Source: an optimization exercise on an open RTL-to-GDS flow (aim: a short achievable clock period and few clock cycles). Production flows keep margins and buffers that such runs may drop. Where RTL was checked, it was by simulation tests only, not by an equivalence proof against the original. Power is estimated from default activity; no workload was simulated.

Setup of run A:
## mips
module mips(input         clk, rst,
            input  [31:0] instrF, readdataM,
            output [31:0] pcF,
            output        memwriteM,
            output [31:0] alumultoutM, writedataM);
export LEC_CHECK = 0
export CAP_MARGIN = 60
export CORE_MARGIN = 2
export CORE_UTILIZATION = 40
export PLACE_DENSITY = 0.6
export SETUP_SLACK_MARGIN = 5
export SLEW_MARGIN = 60
create_clock -name core_clock -period 11.0 [get_ports {clk}]
standard.sh (not shown) runs the stock make flow with config.mk's settings and CLKGATE_MAP_FILE= SYNTH_SCRIPT=/design/flow/synth_recipe.tcl, a recipe that flattens the netlist after the stock synthesis.
==> flow/flow/run.sh <==
#!/bin/bash
# Layout flow: the standard ORFS flow (standard.sh), with the standard synthesis
# unchanged and two changes to the steps after it:
#  - every input and output port gets a sky130_fd_sc_hd__buf_4 (buffer_ports would
#    otherwise pick a slow delay buffer);
#  - the clkdlybuf4s* delay buffers are left out of the cells the repair steps may add.
# Each step's full output goes to a log file of its own in this folder.
set -euo pipefail
bash standard.sh synth > synth.log 2>&1
export DONT_USE_CELLS="sky130_fd_sc_hd__clkdlybuf4s15_1 sky130_fd_sc_hd__clkdlybuf4s15_2 sky130_fd_sc_hd__clkdlybuf4s18_1 sky130_fd_sc_hd__clkdlybuf4s18_2 sky130_fd_sc_hd__clkdlybuf4s25_1 sky130_fd_sc_hd__clkdlybuf4s25_2 sky130_fd_sc_hd__clkdlybuf4s50_1 sky130_fd_sc_hd__clkdlybuf4s50_2"
export BUFFER_PORTS_ARGS="-buffer_cell sky130_fd_sc_hd__buf_4"
bash standard.sh floorplan > floorplan.log 2>&1
bash standard.sh place > place.log 2>&1
bash standard.sh cts > cts.log 2>&1
bash standard.sh route > route.log 2>&1
bash standard.sh finish > finish.log 2>&1
The final layout from run A, which completed every stage, passed the timing, DRC and antenna checks at the end of the flow.
Relative to run A, the following input files were edited for run C:
--- a/flow/design.v
+++ b/flow/design.v
@@ -3463,21 +3463,21 @@
                      | ({32{s_rv}} & rvB);
     reg  [31:0] opAE, opBE, sdE, altE, altp4E;
     reg         s_addE, s_subE, s_andE, s_orE, s_xorE, s_xnorE, s_sltE, s_loE, s_hiE, s_linkE;
     reg         isstoreE, isbeqE, isbneE, predtE, msignedE;
     wire [31:0] hi, lo;
     alu alu(opAE, opBE, s_andE, s_orE, s_xorE, s_xnorE, s_loE, s_hiE, s_linkE, lo, hi,
             sumE, difE, othE);
     wire [31:0] aluoutE = ({32{s_addE}} & sumE) | ({32{s_subE}} & difE)
                         | ({32{s_sltE}} & {31'b0, difE[31]}) | othE;
-    reg  [31:0] cmpAE, cmpBE, mulAE, mulBE;
+    reg  [31:0] mulAE, mulBE;
     reg  [5:0]  bidxE;
-    wire eqE    = (cmpAE == cmpBE);
+    wire eqE    = (opAE == opBE);
     wire takenE = (isbeqE & eqE) | (isbneE & ~eqE);
     wire mispE  = (isbeqE | isbneE) & (takenE ^ predtE);
     multpipe mul(clk, rst, ismultE, msignedE, mulAE, mulBE, hi, lo, mbusy1, mbusy2);
     reg         memwrM;
     reg  [31:0] resM, wdM;     
     assign alumultoutM = resM;
     assign writedataM  = wdM;
     assign memwriteM   = memwrM;
     wire redirD = (isjumpD | predtD) & ~stallD;
@@ -3518,20 +3518,18 @@
             s_addD <= s_addF; s_subD <= s_subF; s_andD <= s_andF; s_orD <= s_orF;
             s_xorD <= s_xorF; s_xnorD <= s_xnorF; s_sltD <= s_sltF; s_loD <= s_loF;
             s_hiD <= s_hiF; s_linkD <= s_linkF;
             isbeqDq <= isbeqF; isbneDq <= isbneF; isjumpDq <= isjumpF;
             ismultDq <= ismultF; msignedD <= msignedF; ismfDq <= ismfF;
         end
     end
     always @(posedge clk) begin
         opAE <= opAD; opBE <= opBD; sdE <= sdD;
-        cmpAE <= opAD & {32{isbeqDq | isbneDq}};
-        cmpBE <= opBD & {32{isbeqDq | isbneDq}};
         mulAE <= rvA & {32{ismultDq}};
         mulBE <= rvB & {32{ismultDq}};
         altE <= predtD ? pcp4F : btargetD;
         altp4E <= predtD ? pcp8F : btargetp4D;
         bidxE <= bidxD;
         destE <= destD;
         msignedE <= msignedD;
         predtE <= predtD;
         s_addE <= s_addD; s_subE <= s_subD; s_andE <= s_andD; s_orE <= s_orD;
==> comparison <==
Run C vs. run A: global route total overflow has remained practically unchanged, summed instance area of the synthesized netlist now smaller, fraction of the cycle the final worst path needs rose 5.6 points, portion of total power attributed to the clock network +1.1 points, area inside the core boundary fell by 0.0065 mm2.
Reported for run A and run C, cell depth of the worst setup path turned out identical to the last digit.
Run C finished end to end and its layout was clean on timing, DRC and antenna.
Function was not checked in any run of this note: the RTL went through the layout flow alone.

========
mips, a different RTL version from the one above (not shown whole).
Size in the first run: ~14,000 cells after synthesis, roughly 2,700 flip-flops, ~160 I/O pins, ~140,000 um^2 of cells after synthesis.
Settings: LEC_CHECK=0, CAP_MARGIN=60, CORE_MARGIN=2, CORE_UTILIZATION=40, PLACE_DENSITY=0.6, SETUP_SLACK_MARGIN=5, SLEW_MARGIN=60; clock period 11.0 ns.
Scripts as last shown in full above: flow/flow/run.sh
Rerun with:
--- a/flow/design.v
+++ b/flow/design.v
@@ -1,15 +1,16 @@
 `timescale 1ps/1ps
 `timescale 1ps/1ps
 module alu(input  [31:0] a, b,
            input         s_and, s_or, s_xor, s_xnor, s_lo, s_hi, s_link,
            input  [31:0] lo, hi,
-           output [31:0] sum,
+           output [31:0] sum, dif,
            output [31:0] oth);
     assign sum = a + b;
+    assign dif = a - b;
     wire [31:0] x = a ^ b;
     assign oth = ({32{s_and}}  & (a & b))
                | ({32{s_or}}   & (a | b))
                | ({32{s_xor}}  & x)
                | ({32{s_xnor}} & ~x)
                | ({32{s_lo}}   & lo)
                | ({32{s_hi}}   & hi)
@@ -3429,55 +3430,49 @@
     wire [4:0]  rtN   = stallD ? rtD : rtF;
     wire        bregN = stallD ? bregD : bregF;
     wire        fAEn  = ~stallD & regwrD & rsmF;
     wire        fBEn  = ~stallD & regwrD & rtmF;
     wire        fAMn  = regwrE & (rsN == destE);
     wire        fBMn  = regwrE & (rtN == destE);
     reg         fAM, fBM;
-    wire        invN  = stallD ? (s_subD | s_sltD) : (s_subF | s_sltF);
-    reg         a_add, a_sub, a_slt, a_oth, a_rv, a_addn, a_subn, a_sltn, a_othn, a_rvn;
+    reg         a_add, a_sub, a_slt, a_oth, a_rv;
     reg         b_add, b_sub, b_slt, b_oth, b_nf;
     reg         s_add, s_sub, s_slt, s_oth, s_rv;
     always @(posedge clk) begin
         fAM <= fAMn; fBM <= fBMn;
-        a_add  <= fAEn & s_addD & ~invN; a_sub  <= fAEn & s_subD & ~invN; a_slt  <= fAEn & s_sltD & ~invN;
-        a_oth  <= fAEn & ~invN;          a_rv   <= ~fAEn & ~invN;
-        a_addn <= fAEn & s_addD & invN;  a_subn <= fAEn & s_subD & invN;  a_sltn <= fAEn & s_sltD & invN;
-        a_othn <= fAEn & invN & ~(s_addD | s_subD | s_sltD); a_rvn <= ~fAEn & invN;
+        a_add <= fAEn & s_addD; a_sub <= fAEn & s_subD; a_slt <= fAEn & s_sltD;
+        a_oth <= fAEn;          a_rv  <= ~fAEn;
         b_add <= fBEn & bregN & s_addD; b_sub <= fBEn & bregN & s_subD;
         b_slt <= fBEn & bregN & s_sltD; b_oth <= fBEn & bregN; b_nf <= ~(fBEn & bregN);
         s_add <= fBEn & s_addD; s_sub <= fBEn & s_subD; s_slt <= fBEn & s_sltD;
         s_oth <= fBEn;          s_rv  <= ~fBEn;
     end
     wire [31:0] rvA  = fAM ? mvalM : rfa;
     wire [31:0] rvB  = fBM ? mvalM : rfb;
     wire [31:0] immB = bimmD ? signimmD :
                        bluiD ? {instrD[15:0], 16'b0} : pcp4D;
-    wire [31:0] sumE, othE;
-    wire [31:0] opAD = ({32{a_add}} & sumE) | ({32{a_sub}} & ~sumE)
-                     | ({32{a_slt}} & {31'b0, ~sumE[31]}) | ({32{a_oth}} & othE)
-                     | ({32{a_rv}} & rvA)
-                     | ({32{a_addn}} & ~sumE) | ({32{a_subn}} & sumE)
-                     | ({32{a_sltn}} & {31'b1111111111111111111111111111111, sumE[31]})
-                     | ({32{a_othn}} & ~othE) | ({32{a_rvn}} & ~rvA);
+    wire [31:0] sumE, difE, othE;
+    wire [31:0] opAD = ({32{a_add}} & sumE) | ({32{a_sub}} & difE)
+                     | ({32{a_slt}} & {31'b0, difE[31]}) | ({32{a_oth}} & othE)
+                     | ({32{a_rv}} & rvA);
     wire [31:0] bnfD = bregD ? rvB : immB;
-    wire [31:0] opBD = ({32{b_add}} & sumE) | ({32{b_sub}} & ~sumE)
-                     | ({32{b_slt}} & {31'b0, ~sumE[31]}) | ({32{b_oth}} & othE)
+    wire [31:0] opBD = ({32{b_add}} & sumE) | ({32{b_sub}} & difE)
+                     | ({32{b_slt}} & {31'b0, difE[31]}) | ({32{b_oth}} & othE)
                      | ({32{b_nf}} & bnfD);
-    wire [31:0] sdD  = ({32{s_add}} & sumE) | ({32{s_sub}} & ~sumE)
-                     | ({32{s_slt}} & {31'b0, ~sumE[31]}) | ({32{s_oth}} & othE)
+    wire [31:0] sdD  = ({32{s_add}} & sumE) | ({32{s_sub}} & difE)
+                     | ({32{s_slt}} & {31'b0, difE[31]}) | ({32{s_oth}} & othE)
                      | ({32{s_rv}} & rvB);
     reg  [31:0] opAE, opBE, sdE, altE, altp4E;
     reg         s_addE, s_subE, s_andE, s_orE, s_xorE, s_xnorE, s_sltE, s_loE, s_hiE, s_linkE;
     reg         isstoreE, isbeqE, isbneE, predtE, msignedE;
     wire [31:0] hi, lo;
     alu alu(opAE, opBE, s_andE, s_orE, s_xorE, s_xnorE, s_loE, s_hiE, s_linkE, lo, hi,
-            sumE, othE);
-    wire [31:0] aluoutE = ({32{s_addE}} & sumE) | ({32{s_subE}} & ~sumE)
-                        | ({32{s_sltE}} & {31'b0, ~sumE[31]}) | othE;
+            sumE, difE, othE);
+    wire [31:0] aluoutE = ({32{s_addE}} & sumE) | ({32{s_subE}} & difE)
+                        | ({32{s_sltE}} & {31'b0, difE[31]}) | othE;
     reg  [31:0] mulAE, mulBE;
     reg  [5:0]  bidxE;
     wire eqE    = (opAE == opBE);
     wire takenE = (isbeqE & eqE) | (isbneE & ~eqE);
     wire mispE  = (isbeqE | isbneE) & (takenE ^ predtE);
     reg         mispq;
     reg  [31:0] altq, altp4q;
=> The new run completed without violations. Critical path depth goes down by 10. Maximum frequency went up by about 2.7%. Global-route usage is higher by 3.0 points. Wire length goes up by 10%. Clock-buffer cell count falls by 11. Total power climbs by about 2.2%. Area after synthesis came out higher by about 0.3%. Cell count goes up by about 1.2%. Setup slack improved by 110 ps. First-iteration DRC count goes up by 14%.
Testbench counts after the change, summed over its fixed seeds: cycles 105,550.
The RTL of the first run of this note was laid out without a check of its function.

========
Another version of the RTL of mips (not shown whole).
For scale: roughly 14000 cells after synthesis, roughly 2600 flip-flops, about 160 I/O pins.
// mips
module mips(input         clk, rst,
            input  [31:0] instrF, readdataM,
            output [31:0] pcF,
            output        memwriteM,
            output [31:0] alumultoutM, writedataM);
export LEC_CHECK = 0
export CAP_MARGIN = 60
export CORE_MARGIN = 2
export CORE_UTILIZATION = 40
export PLACE_DENSITY = 0.6
export SETUP_SLACK_MARGIN = 5
export SLEW_MARGIN = 60
create_clock -name core_clock -period 11.0 [get_ports {clk}]
Scripts as last shown in full above: flow/flow/run.sh
Testbench counts at the start, summed over its fixed seeds: cycles 104,533.
Change:
--- a/flow/design.v
+++ b/flow/design.v
@@ -3399,22 +3399,21 @@
     reg  [63:0] bhv;
     wire [5:0]  bidxF  = pcp4F[7:2];
     reg  [5:0]  bidxD;
     reg         bvD, btD;
     wire        statD  = instrD[15] | isbneDq;
     reg         zaddq, zsubq;
     wire [31:0] zc    = {opAE[30:0] | opBE[30:0], 1'b0};
     wire        zsum  = &(~(opAE ^ opBE ^ zc));
     wire        zeroD = zaddq ? zsum : (opAE == opBE);    
     wire        resD  = zaddq | zsubq;
-    wire        predtD = isbrD & (bvD ? btD : statD);
-    wire        mearlyD = isbrD & resD & ((isbeqDq ? zeroD : ~zeroD) ^ predtD) & ~stallD;
+    wire        predtD = isbrD & (resD ? (isbeqDq ? zeroD : ~zeroD) : (bvD ? btD : statD));
     reg         regwrE, isloadE, ismultE;
     reg  [4:0]  destE;
     reg         regwrM, isloadM;
     reg  [4:0]  destM;
     reg  [31:0] resMi;         
     wire        mbusy1;
     reg         stallq;
     wire        stallD = stallq & validD;
     wire        rsmF    = (rsF == destD);
     wire        rtmF    = (rtF == destD);
@@ -3468,56 +3467,51 @@
     reg         isstoreE, isbeqE, isbneE, predtE, msignedE;
     wire [31:0] hi, lo;
     alu alu(opAE, opBE, s_andE, s_orE, s_xorE, s_xnorE, s_loE, s_hiE, s_linkE, lo, hi,
             sumE, difE, othE);
     wire [31:0] aluoutE = ({32{s_addE}} & sumE) | ({32{s_subE}} & difE)
                         | ({32{s_sltE}} & {31'b0, difE[31]}) | othE;
     reg  [31:0] mulAE, mulBE;
     reg  [5:0]  bidxE;
     wire eqE    = (opAE == opBE);
     wire takenE = (isbeqE & eqE) | (isbneE & ~eqE);
-    reg         mearlyE, resE;
-    wire mispE  = (isbeqE | isbneE) & (takenE ^ predtE) & ~resE;
+    wire mispE  = (isbeqE | isbneE) & (takenE ^ predtE);
     reg         mispq;
     reg  [31:0] altq, altp4q;
     multpipe mul(clk, rst, ismultE, msignedE, mulAE, mulBE, hi, lo, mbusy1);
     reg         memwrM;
     reg  [31:0] resM, wdM;     
     assign alumultoutM = resM;
     assign writedataM  = wdM;
     assign memwriteM   = memwrM;
     wire redirD = (isjumpD | predtD) & ~stallD;
     wire [31:0] pcnext   = mispq  ? altq :
-                           mearlyE ? altE :
                            stallD ? pc :
                            redirD ? (isjumpDq ? jtargetD : btargetD) :
                            pcp4F;
     wire [31:0] pcp4next = mispq  ? altp4q :
-                           mearlyE ? altp4E :
                            stallD ? pcp4 :
                            redirD ? (isjumpDq ? jtargetp4D : btargetp4D) :
                            pcp8F;
     always @(posedge clk or posedge rst) begin
         if (rst) begin
             pc <= 32'b0;
             pcp4x <= 32'b0;
             validD <= 1'b0;
             stallq <= 1'b0;
             mispq <= 1'b0;
-            mearlyE <= 1'b0;
         end else begin
             pc <= pcnext;
             pcp4x <= pcp4next ^ 32'd4;
             stallq <= stallnext;
             mispq <= mispE;
-            mearlyE <= mearlyD;
-            if (!stallD) validD <= ~(mispE | mispq | mearlyE);
+            if (!stallD) validD <= ~(mispE | mispq);
         end
     end
     always @(posedge clk) begin
         if (!stallD) begin
             instrD <= instrF;
             pcp4D  <= pcp4F;
             pcp8D  <= pcp8F;
             rsohD  <= rsohF;
             rtohD  <= rtohF;
             bidxD  <= bidxF;
@@ -3538,21 +3532,20 @@
         mulAE <= rvA & {32{ismultDq}};
         mulBE <= rvB & {32{ismultDq}};
         altE <= predtD ? pcp4F : btargetD;
         altq <= altE;
         altp4q <= altp4E;
         altp4E <= predtD ? pcp8F : btargetp4D;
         bidxE <= bidxD;
         destE <= destD;
         msignedE <= msignedD;
         predtE <= predtD;
-        resE <= resD;
         s_addE <= s_addD; s_subE <= s_subD; s_andE <= s_andD; s_orE <= s_orD;
         s_xorE <= s_xorD; s_xnorE <= s_xnorD; s_sltE <= s_sltD; s_loE <= s_loD; s_hiE <= s_hiD;
         s_linkE <= s_linkD;
         resM <= sumE;            
         resMi <= aluoutE;
         wdM <= sdE;
         destM <= destE;
     end
     reg         bupd, btaken;
     reg  [5:0]  bidxU;
Worst hold slack degrades by 15 ps.
Setup slack degrades by 440 ps.
Clock skew is higher by 12 ps.
Area after synthesis is lower by 0.38%.
Total power hardly moves.
Design area is lower by 0.34%.
Global-route usage is lower by 0.16 points.
Clock power barely changes.
Count of clock-buffer cells in the layout is higher by 8.
Final cell count is lower by 0.86%.
Utilization is higher by 0.16 points.
Testbench counts after the change, summed over its fixed seeds: cycles 103,880.

========
the previous run:
Another version of the RTL of mips (not shown whole).
Size in the first run: about 14000 cells after synthesis, ~2600 flip-flops, roughly 160 I/O pins.
clock: 11.0 ns
lec_check: 0
cap_margin: 60
core_margin: 2
core_utilization: 40
place_density: 0.6
setup_slack_margin: 5
slew_margin: 60
Scripts as last shown in full above: flow/flow/run.sh
Modified inputs, the current run compared to the previous run
--- a/flow/design.v
+++ b/flow/design.v
@@ -3343,24 +3343,23 @@
     assign ismult = r_mult | r_multu;
     assign msigned = r_mult;
     assign ismf   = r_mflo | r_mfhi;
 endmodule
 `timescale 1ps/1ps
 `timescale 1ps/1ps
 module mips(input         clk, rst,
             input  [31:0] instrF, readdataM,
             output [31:0] pcF,
             output        memwriteM,
             output [31:0] alumultoutM, writedataM);
-    reg  [31:0] pc, pcp4x;
-    wire [31:0] pcp4  = pcp4x ^ 32'd4;
+    reg  [31:0] pc, pcp4;
     wire [31:0] pcp4F = pcp4;
     wire [31:0] pcp8F = pcp4 + 32'd4;
     assign pcF = pc;
     wire [4:0]  rsF = instrF[25:21];
     wire [4:0]  rtF = instrF[20:16];
     wire [31:1] rsohF, rtohF;
     genvar g;
     generate for (g = 1; g < 32; g = g + 1) begin : ohdec
         assign rsohF[g] = (rsF == g);
         assign rtohF[g] = (rtF == g);
     end endgenerate
@@ -3455,57 +3454,53 @@
     wire [31:0] sdD  = ({32{s_add}} & sumE) | ({32{s_sub}} & difE)
                      | ({32{s_slt}} & {31'b0, difE[31]}) | ({32{s_oth}} & othE)
                      | ({32{s_rv}} & rvB);
     reg  [31:0] opAE, opBE, sdE, altE, altp4E;
     reg         s_addE, s_subE, s_andE, s_orE, s_xorE, s_xnorE, s_sltE, s_loE, s_hiE, s_linkE;
     reg         isstoreE, isbeqE, isbneE, predtE, msignedE;
     wire [31:0] hi, lo;
     alu alu(opAE, opBE, s_andE, s_orE, s_xorE, s_xnorE, s_loE, s_hiE, s_linkE, lo, hi,
             sumE, difE, othE);
     wire [31:0] aluoutE = ({32{s_addE}} & sumE) | ({32{s_subE}} & difE)
                         | ({32{s_sltE}} & {31'b0, difE[31]}) | othE;
-    reg  [31:0] mulAE, mulBE;
+    reg  [31:0] cmpAE, cmpBE, mulAE, mulBE;
     reg  [5:0]  bidxE;
-    wire eqE    = (opAE == opBE);
+    wire eqE    = (cmpAE == cmpBE);
     wire takenE = (isbeqE & eqE) | (isbneE & ~eqE);
     wire mispE  = (isbeqE | isbneE) & (takenE ^ predtE);
-    reg         mispq;
-    reg  [31:0] altq, altp4q;
     multpipe mul(clk, rst, ismultE, msignedE, mulAE, mulBE, hi, lo, mbusy1);
     reg         memwrM;
     reg  [31:0] resM, wdM;     
     assign alumultoutM = resM;
     assign writedataM  = wdM;
     assign memwriteM   = memwrM;
     wire redirD = (isjumpD | predtD) & ~stallD;
-    wire [31:0] pcnext   = mispq  ? altq :
+    wire [31:0] pcnext   = mispE  ? altE :
                            stallD ? pc :
                            redirD ? (isjumpDq ? jtargetD : btargetD) :
                            pcp4F;
-    wire [31:0] pcp4next = mispq  ? altp4q :
+    wire [31:0] pcp4next = mispE  ? altp4E :
                            stallD ? pcp4 :
                            redirD ? (isjumpDq ? jtargetp4D : btargetp4D) :
                            pcp8F;
     always @(posedge clk or posedge rst) begin
         if (rst) begin
             pc <= 32'b0;
-            pcp4x <= 32'b0;
+            pcp4 <= 32'd4;
             validD <= 1'b0;
             stallq <= 1'b0;
-            mispq <= 1'b0;
         end else begin
             pc <= pcnext;
-            pcp4x <= pcp4next ^ 32'd4;
+            pcp4 <= pcp4next;
             stallq <= stallnext;
-            mispq <= mispE;
-            if (!stallD) validD <= ~(mispE | mispq);
+            if (!stallD) validD <= ~mispE;
         end
     end
     always @(posedge clk) begin
         if (!stallD) begin
             instrD <= instrF;
             pcp4D  <= pcp4F;
             pcp8D  <= pcp8F;
             rsohD  <= rsohF;
             rtohD  <= rtohF;
             bidxD  <= bidxF;
             bvD    <= bhv[bidxF];
@@ -3514,27 +3509,27 @@
             bregD <= bregF; bimmD <= bimmF; bluiD <= bluiF; blinkD <= blinkF;
             isloadDq <= isloadF; isstoreDq <= isstoreF;
             s_addD <= s_addF; s_subD <= s_subF; s_andD <= s_andF; s_orD <= s_orF;
             s_xorD <= s_xorF; s_xnorD <= s_xnorF; s_sltD <= s_sltF; s_loD <= s_loF;
             s_hiD <= s_hiF; s_linkD <= s_linkF;
             isbeqDq <= isbeqF; isbneDq <= isbneF; isjumpDq <= isjumpF;
             ismultDq <= ismultF; msignedD <= msignedF; ismfDq <= ismfF;
         end
     end
     always @(posedge clk) begin
         opAE <= opAD; opBE <= opBD; sdE <= sdD;
+        cmpAE <= opAD & {32{isbeqDq | isbneDq}};
+        cmpBE <= opBD & {32{isbeqDq | isbneDq}};
         mulAE <= rvA & {32{ismultDq}};
         mulBE <= rvB & {32{ismultDq}};
         altE <= predtD ? pcp4F : btargetD;
-        altq <= altE;
-        altp4q <= altp4E;
         altp4E <= predtD ? pcp8F : btargetp4D;
         bidxE <= bidxD;
         destE <= destD;
         msignedE <= msignedD;
         predtE <= predtD;
         s_addE <= s_addD; s_subE <= s_subD; s_andE <= s_andD; s_orE <= s_orD;
         s_xorE <= s_xorD; s_xnorE <= s_xnorD; s_sltE <= s_sltD; s_loE <= s_loD; s_hiE <= s_hiD;
         s_linkE <= s_linkD;
         resM <= sumE;            
         resMi <= aluoutE;
         wdM <= sdE;
Notes after the runs:
Re number of clock buffers in the layout: the current run is 5.5% up on the previous run.
When the current run is measured against the previous run, its sequential share of layout area turns out 0.55 points lower.
NOTE synthesized instance count the previous run->the current run increased slightly
The previous run → the current run: wire length the detailed router placed on met1 rose 6.5 mm, sequential share of power dropped 0.9 points, post-layout utilization of the core held steady, antenna diode count went down by about 25%.
Relative contribution of combinational cells to total power came out higher on the current run than on the previous run.
Number of multi-input combinational cells was higher in the current run than in the previous run.
Between the previous run and the current run, the setup slack of the critical path after layout is higher for the current run.
Function was not checked in any run of this note: the RTL went through the layout flow alone.

-- what the ideal ports hide --
The results above use ideal ports. As a check the final layouts listed here were re-extracted and re-timed, cells and wires unchanged. Step 1 sets driving cells, clkbuf_16 on the clock port and buf_2 on the other inputs (assumed; they add their load-dependent delay and slew). Step 2 times the ports against the registers' clock, not the clock port: input delays grow and output delays shrink by t, the midpoint of the rising clock arrivals with the driver on. a / b / c = no drivers / after step 1 / after step 2; a / b = the first two.
run	t (ns)	setup slack, ns	worst setup path at the end	clock arrival spread, ns	worst slew at a driven data input, ns
run A	1.025	6.699 / 6.699 / 6.151	input to register	0.109 / 0.110	0.21
run C	1.046	6.087 / 6.087 / 6.076	input to register	0.140 / 0.141	0.11
the first run of note 2	1.026	6.816 / 6.867 / 5.878	input to register	0.119 / 0.120	0.20
the second run of note 2	1.048	6.925 / 6.821 / 6.434	input to register	0.101 / 0.100	0.30
the first run of note 3	1.048	6.743 / 6.743 / 6.381	input to register	0.078 / 0.078	0.07
the second run of note 3	1.038	6.299 / 6.299 / 6.269	input to register	0.098 / 0.099	0.21
the previous run	1.034	6.635 / 6.635 / 6.109	input to register	0.086 / 0.085	0.19
the current run	1.028	6.836 / 6.836 / 6.334	input to register	0.075 / 0.075	0.13
After both steps setup and hold are still met in every run listed. The setup slack of the first run of note 2, which loses most, moves by +0.051 ns with the drivers and by -0.938 ns with both steps.
